From an optimization exercise on the open Yosys and OpenROAD flow, aimed at small area, a short achievable clock period and few clock cycles; shortcuts taken in it are not production practice. Only simulation tests tie the RTL to the original design; equivalence was not proved. Power is estimated from default activity; no workload was simulated.

## job 4646
// lab2
module lab2(
    input clk_i,
    input rst_i,
    input [7:0] a_i,
    input [7:0] b_i,
    input start_i,
    output wire busy_o,
    output wire [3:0] y_bo
);
Size in the first run: ~58 cells after synthesis, about 3 flip-flops, about 420 um2 of cells after synthesis.
Settings: LEC_CHECK=0, CAP_MARGIN=20, CORE_AREA=2 2 60 60, DIE_AREA=0 0 62 62, SETUP_SLACK_MARGIN=0.5, SLEW_MARGIN=20; clock period 5.0 ns.
standard.sh (not shown) runs the stock make flow with config.mk's settings and CLKGATE_MAP_FILE= SYNTH_SCRIPT=/design/flow/synth_recipe.tcl, a recipe that flattens the netlist after the stock synthesis.
==> flow/flow/run.sh <==
#!/bin/bash
# The standard layout, with two changes: synthesis maps the logic with ABC's
# area-oriented &nf mapper (flow/abc.script) instead of ORFS's script, and the
# port buffers are plain buf_1 cells. Everything else, the registers included,
# is the standard synthesis and flow.
set -euo pipefail
work=$PWD
cat > $work/flow_synth.tcl <<EOT
proc abc {args} {
  set i [lsearch -exact \$args -script]
  if {\$i >= 0} { set args [lreplace \$args \$i [expr {\$i + 1}] -script $work/flow/abc.script] }
  yosys abc {*}\$args
}
source $work/synth_recipe.tcl
EOT
bash standard.sh SYNTH_SCRIPT=$work/flow_synth.tcl \
  "BUFFER_PORTS_ARGS=-buffer_cell sky130_fd_sc_hd__buf_1" finish > $work/flow.log 2>&1
==> flow/flow/abc.script <==
&get -n
&dch
&nf -R 1000
&put
topo
upsize
dnsize
Testbench counts of job 4646, summed over its fixed seeds: cycles 3,200.
The inputs of job 2831 differ from those of job 4646 as listed below.
- changing SETUP_SLACK_MARGIN from 0.5 to 1.5
==> flow/flow/abc.script <==
strash
dch
map
topo
upsize
dnsize
[summary]
- Job 4646 → job 2831: detailed-placement wirelength estimate climbed 25%, amount of wire on met2 after detailed routing rose about 40%, total power moved up.
- Going from job 4646 to job 2831, synthesized cell count grew by more than a quarter.
- Final critical-path required period ended up 0.26 ns lower on job 2831 than on job 4646.
- Number of nets at the end of the flow | job 2831 above job 4646
- Job 4646 reports its beginning of the critical path as b_i[2] while job 2831 reports b_i[5].
- Job 2831 gives more wire length of the first global-routing pass than job 4646 did.
Relative to job 2831, the following input files were edited for job 3579:
- SETUP_SLACK_MARGIN: 1.5 -> unset
==> flow/flow/abc.script <==
&get -n
&dch
&nf -R 1000
&put
--- outcome ---
Job 3579 finished every step from synthesis to the final layout, and the layout passed the timing, design-rule and antenna checks.
Reported for job 3579 and job 2831, number of buffers created by CTS turned out identical to the last digit.
Comparing job 3579 and job 2831, the higher synthesized cell count was measured on job 2831.
Compared with job 2831, in job 3579 end-of-flow core utilization now sits lower, switching component of the power now sits lower.
Changes observed in job 3579 relative to job 2831: length of routed met2 wiring fell by about 32%; arithmetic-cell share of the synthesized area counting full adders, half adders and majority gates shows an increase of 1.8 points; clock-cell share of area rose 1.1 points.

== job 2467 ==
lab2 again, from the RTL that the note above started with.
clock: 5.0 ns
lec_check: 0
cap_margin: 20
core_area: 2 2 60 60
die_area: 0 0 62 62
setup_slack_margin: 1.0
slew_margin: 20
==> flow/flow/abc.script <==
&get -n
&dch
&nf -R 1000
&put
Scripts as last shown in full above: flow/flow/run.sh
Having completed the whole flow, job 2467 delivered a layout that passed the timing, design-rule and antenna checks.
Testbench counts of job 2467, summed over its fixed seeds: cycles 3,200.
Setup changes, job 2467 to job 7823
- SETUP_SLACK_MARGIN changed from 1.0 to 1.5
==> flow/flow/abc.script <==
dch
map
topo
upsize
dnsize
==> comparison <==
Job 7823: aborted in synthesis (tool error)
#### Input delta (job 7118 over job 7823)
-- flow/flow/run.sh --
<<< job 7823, line 16
bash standard.sh SYNTH_SCRIPT=$work/flow_synth.tcl \
  "BUFFER_PORTS_ARGS=-buffer_cell sky130_fd_sc_hd__buf_1" finish > $work/flow.log 2>&1
>>> job 7118, line 16
bash standard.sh SYNTH_SCRIPT=$work/flow_synth.tcl \
  "BUFFER_PORTS_ARGS=-buffer_cell sky130_fd_sc_hd__buf_1" \
  "CTS_ARGS=-repair_clock_nets -dont_use_dummy_load -sink_clustering_enable -sink_clustering_size 4 -sink_clustering_max_diameter 100 -buf_list sky130_fd_sc_hd__clkbuf_2" finish > $work/flow.log 2>&1
==> flow/flow/abc.script <==
&get -n
&dch
&nf -R 1000
&put
topo
upsize
dnsize
Results
Job 7118 closes out successfully: all stages finished, all timing, DRC and antenna checks passed.
The inputs of job 791 differ from those of job 7118 as listed below.
-- flow/flow/run.sh --
<<< job 7118, line 16
bash standard.sh SYNTH_SCRIPT=$work/flow_synth.tcl \
  "BUFFER_PORTS_ARGS=-buffer_cell sky130_fd_sc_hd__buf_1" \
  "CTS_ARGS=-repair_clock_nets -dont_use_dummy_load -sink_clustering_enable -sink_clustering_size 4 -sink_clustering_max_diameter 100 -buf_list sky130_fd_sc_hd__clkbuf_2" finish > $work/flow.log 2>&1
>>> job 791, line 16
bash standard.sh SYNTH_SCRIPT=$work/flow_synth.tcl \
  "BUFFER_PORTS_ARGS=-buffer_cell sky130_fd_sc_hd__buf_1" finish > $work/flow.log 2>&1
==> flow/flow/abc.script <==
&get -n
&dch
&nf -R 40
&put
Notes after the runs:
The detailed-router iteration count before antenna repair on job 7118 is in line with that on job 791. Taking job 7118 as the reference, in job 791 sequential cell area fraction in the yosys report went up 0.19 points, number of placed instances with taps included went down 3. In the flow results for job 7118 and job 791, the design area is larger on job 791. Against job 7118, final-layout fill cell count in job 791 fell slightly. Diff job 7118 -> job 791: area growth from synthesis to layout moved up; global-route wire length before repair moved up.
> inputs changed (job 791 -> job 4295)
- CTS_CLUSTER_SIZE: unset -> 30
- CTS_CLUSTER_DIAMETER: unset -> 200
==> flow/flow/abc.script <==
&get -n
&dch
&nf -R 1000
&put
topo
upsize
dnsize
Findings:
Job 4295: all stages complete, timing, DRC and antenna checks passed. On estimated wirelength of the detail-placed design: between job 4295 and job 791, it ends up lower for job 791. Post-synthesis async set-or-reset flop share: job 4295 vs job 791, no meaningful difference. Against job 791, final total power in job 4295 came out better. In job 4295, synthesized cell count is higher than in job 791. As far as effective utilization at floorplan is concerned, job 791 and job 4295 perform about the same. Placed instance area: job 4295 and job 791 compared, higher one is job 4295.

v51:
Starting RTL as in the previous note.
export LEC_CHECK = 0
export CAP_MARGIN = 20
export CORE_AREA = 2 2 60 60
export DIE_AREA = 0 0 62 62
export SETUP_SLACK_MARGIN = 1.5
export SLEW_MARGIN = 20
create_clock -name core_clock -period 5.0 [get_ports {clk_i}]
==> flow/flow/run.sh <==
#!/bin/bash
# The standard layout, with three changes: synthesis maps the logic with
# flow/abc.script instead of ORFS's ABC script, the port buffers are plain
# buf_1 cells, and clock tree synthesis uses clkbuf_2 cells without a dummy
# load. Everything else, the registers included, is the standard synthesis
# and flow.
set -euo pipefail
work=$PWD
cat > $work/flow_synth.tcl <<EOT
proc abc {args} {
  set i [lsearch -exact \$args -script]
  if {\$i >= 0} { set args [lreplace \$args \$i [expr {\$i + 1}] -script $work/flow/abc.script] }
  yosys abc {*}\$args
}
source $work/synth_recipe.tcl
EOT
bash standard.sh SYNTH_SCRIPT=$work/flow_synth.tcl \
  "BUFFER_PORTS_ARGS=-buffer_cell sky130_fd_sc_hd__buf_1" \
  "CTS_ARGS=-repair_clock_nets -dont_use_dummy_load -buf_list sky130_fd_sc_hd__clkbuf_2" finish > $work/flow.log 2>&1
==> flow/flow/abc.script <==
&get -n
&dch
&nf -R 1000
&put
topo
upsize
dnsize
Testbench counts of v51, summed over its fixed seeds: cycles 3,200.
The following lists how v22 was set up differently from v51:
==> flow/flow/run.sh <==
#!/bin/bash
# The standard layout, with two changes: synthesis maps the logic with ABC's
# area-oriented &nf mapper (flow/abc.script) instead of ORFS's script, and the
# port buffers are plain buf_1 cells. Everything else, the registers included,
# is the standard synthesis and flow.
set -euo pipefail
work=$PWD
cat > $work/flow_synth.tcl <<EOT
proc abc {args} {
  set i [lsearch -exact \$args -script]
  if {\$i >= 0} { set args [lreplace \$args \$i [expr {\$i + 1}] -script $work/flow/abc.script] }
  yosys abc {*}\$args
}
source $work/synth_recipe.tcl
EOT
bash standard.sh SYNTH_SCRIPT=$work/flow_synth.tcl \
  "BUFFER_PORTS_ARGS=-buffer_cell sky130_fd_sc_hd__buf_1" finish > $work/flow.log 2>&1
==> flow/flow/abc.script <==
strash
dch
map -D 1300
topo
upsize -D 1300
dnsize -D 1300
### Flow results
Across v51 and v22, none had a timing, DRC or antenna violation.
Taking v51 as the reference, in v22 share of synthesized cell area in and, or, nand and nor gates -4.8 points; critical path data arrival time -0.10 ns; hold slack -0.039 ns; flip-flop and latch count ~0 delta; fraction of met1 tracks used by global routing -0.85 points.
v22 vs v51: number of nets at the end of the flow up in v22
v22 ends up with a layout buffering overhead excluding clock cells that is 1.9 points lower than in v51.
The synthesis-to-finish area growth reported for v22 is smaller than that of v51 by 2.7 points.
v51 consumes less power than v22.
What v11 does differently from v22 at the input level:
-- flow/flow/run.sh --
<<< v22, line 17
  "BUFFER_PORTS_ARGS=-buffer_cell sky130_fd_sc_hd__buf_1" finish > $work/flow.log 2>&1
>>> v11, line 17
  "BUFFER_PORTS_ARGS=-buffer_cell sky130_fd_sc_hd__buf_1" \
  "CTS_ARGS=-repair_clock_nets -dont_use_dummy_load -buf_list sky130_fd_sc_hd__clkbuf_2" finish > $work/flow.log 2>&1
==> flow/flow/abc.script <==
&get -n
&dch
&nf -R 1000
&put
topo
upsize
dnsize
Notes after the runs:
v11 finished all stages; the layout is clean.
v11 vs v22: met3 layer usage reported by global route up in v11
v11 vs v22, destination of the critical timing path: y[0] vs y[1]
v11: utilization lower than v22
v22 has higher maximum frequency than v11.
v22 has lower simple logic cell fraction of the synthesized area than v11.
Of v11 and v22, the higher average cell area after synthesis belongs to v11.
Flip-flop and latch count after synthesis essentially unchanged between v22 and v11.
Note that the total power recorded for v22 amounts to 1.2 times the value seen in v11.
Going from v22 to v11, the synthesized cell count was found to have gone down by 22%.
From v22 to v11 the numbers moved as follows: final worst-path cycle share increased by 2.5 points relative to the old numbers; layout overhead on the synthesized area rose by 2.7 points.
Inputs modified between v11 and v35:
-- flow/flow/run.sh --
<<< v11, line 17
  "BUFFER_PORTS_ARGS=-buffer_cell sky130_fd_sc_hd__buf_1" \
  "CTS_ARGS=-repair_clock_nets -dont_use_dummy_load -buf_list sky130_fd_sc_hd__clkbuf_2" finish > $work/flow.log 2>&1
>>> v35, line 17
  "BUFFER_PORTS_ARGS=-buffer_cell sky130_fd_sc_hd__buf_1" finish > $work/flow.log 2>&1
-- flow/flow/abc.script --
<<< v11, line 8
>>> v35, line 8
upsize
dnsize
[summary]
Placer congestion estimate: v35 vs v11 identical. Clock power share is lower on v11. The setup slack of v35 is larger than that of v11. Final area up about 2% in v35 wrt v11.
For v15, these inputs were changed with respect to v35:
-- flow/flow/abc.script --
<<< v35, line 8
upsize
dnsize
>>> v15, line 8
==> comparison <==
Portion of the clock cycle consumed by the worst path in the final layout came out exactly the same in v15 and v35. Diff v15..v35 | aggregate global-route resource usage | negligible. As far as finished layout cell area goes, v35 and v15 are indistinguishable; the numbers are identical. Re number of global-route vias before repair: no difference whatsoever between v15 and v35. v15 -> v35: reported net switching power delta 0, exact match.

[what the ideal ports hide]
The flow's constraints put no driver on any port. The routed layouts listed below were extracted and timed again, unchanged, in two steps.
Step 1: set_driving_cell puts a clkbuf_16 on clk_i and a buf_2 on each other input, an assumption about the parent block.
Step 2 moves the port delays by t, midway between the first and last clock arrival at a register: inputs arrive t later, outputs are due t later. That takes back most of the time a late clock gives input paths.
Three values: ideal ports, drivers, drivers and shift; two values: the first two.
| run | t (ns) | setup slack, ns | worst data-port slew with drivers (ns) |
|---|---|---|---|
| job 4646 | 0.246 | 2.070 / 2.066 / 1.819 | 0.03 |
| job 2831 | 0.241 | 2.331 / 2.321 / 2.080 | 0.03 |
| job 3579 | 0.253 | 1.742 / 1.738 / 1.485 | 0.04 |
| job 2467 | 0.253 | 1.742 / 1.738 / 1.485 | 0.04 |
| job 7118 | 0.210 | 2.043 / 2.039 / 1.829 | 0.03 |
| job 791 | 0.248 | 1.888 / 1.877 / 1.628 | 0.03 |
| job 4295 | 0.246 | 2.070 / 2.066 / 1.819 | 0.03 |
| v51 | 0.210 | 2.043 / 2.039 / 1.829 | 0.03 |
| v22 | 0.243 | 2.167 / 2.161 / 1.918 | 0.03 |
| v11 | 0.210 | 2.043 / 2.039 / 1.829 | 0.03 |
| v35 | 0.246 | 2.070 / 2.066 / 1.819 | 0.03 |
| v15 | 0.246 | 2.070 / 2.066 / 1.819 | 0.03 |
After both steps setup and hold are still met in every run listed. The setup slack of job 791, which loses most, moves by -0.011 ns with the drivers and by -0.260 ns with both steps.
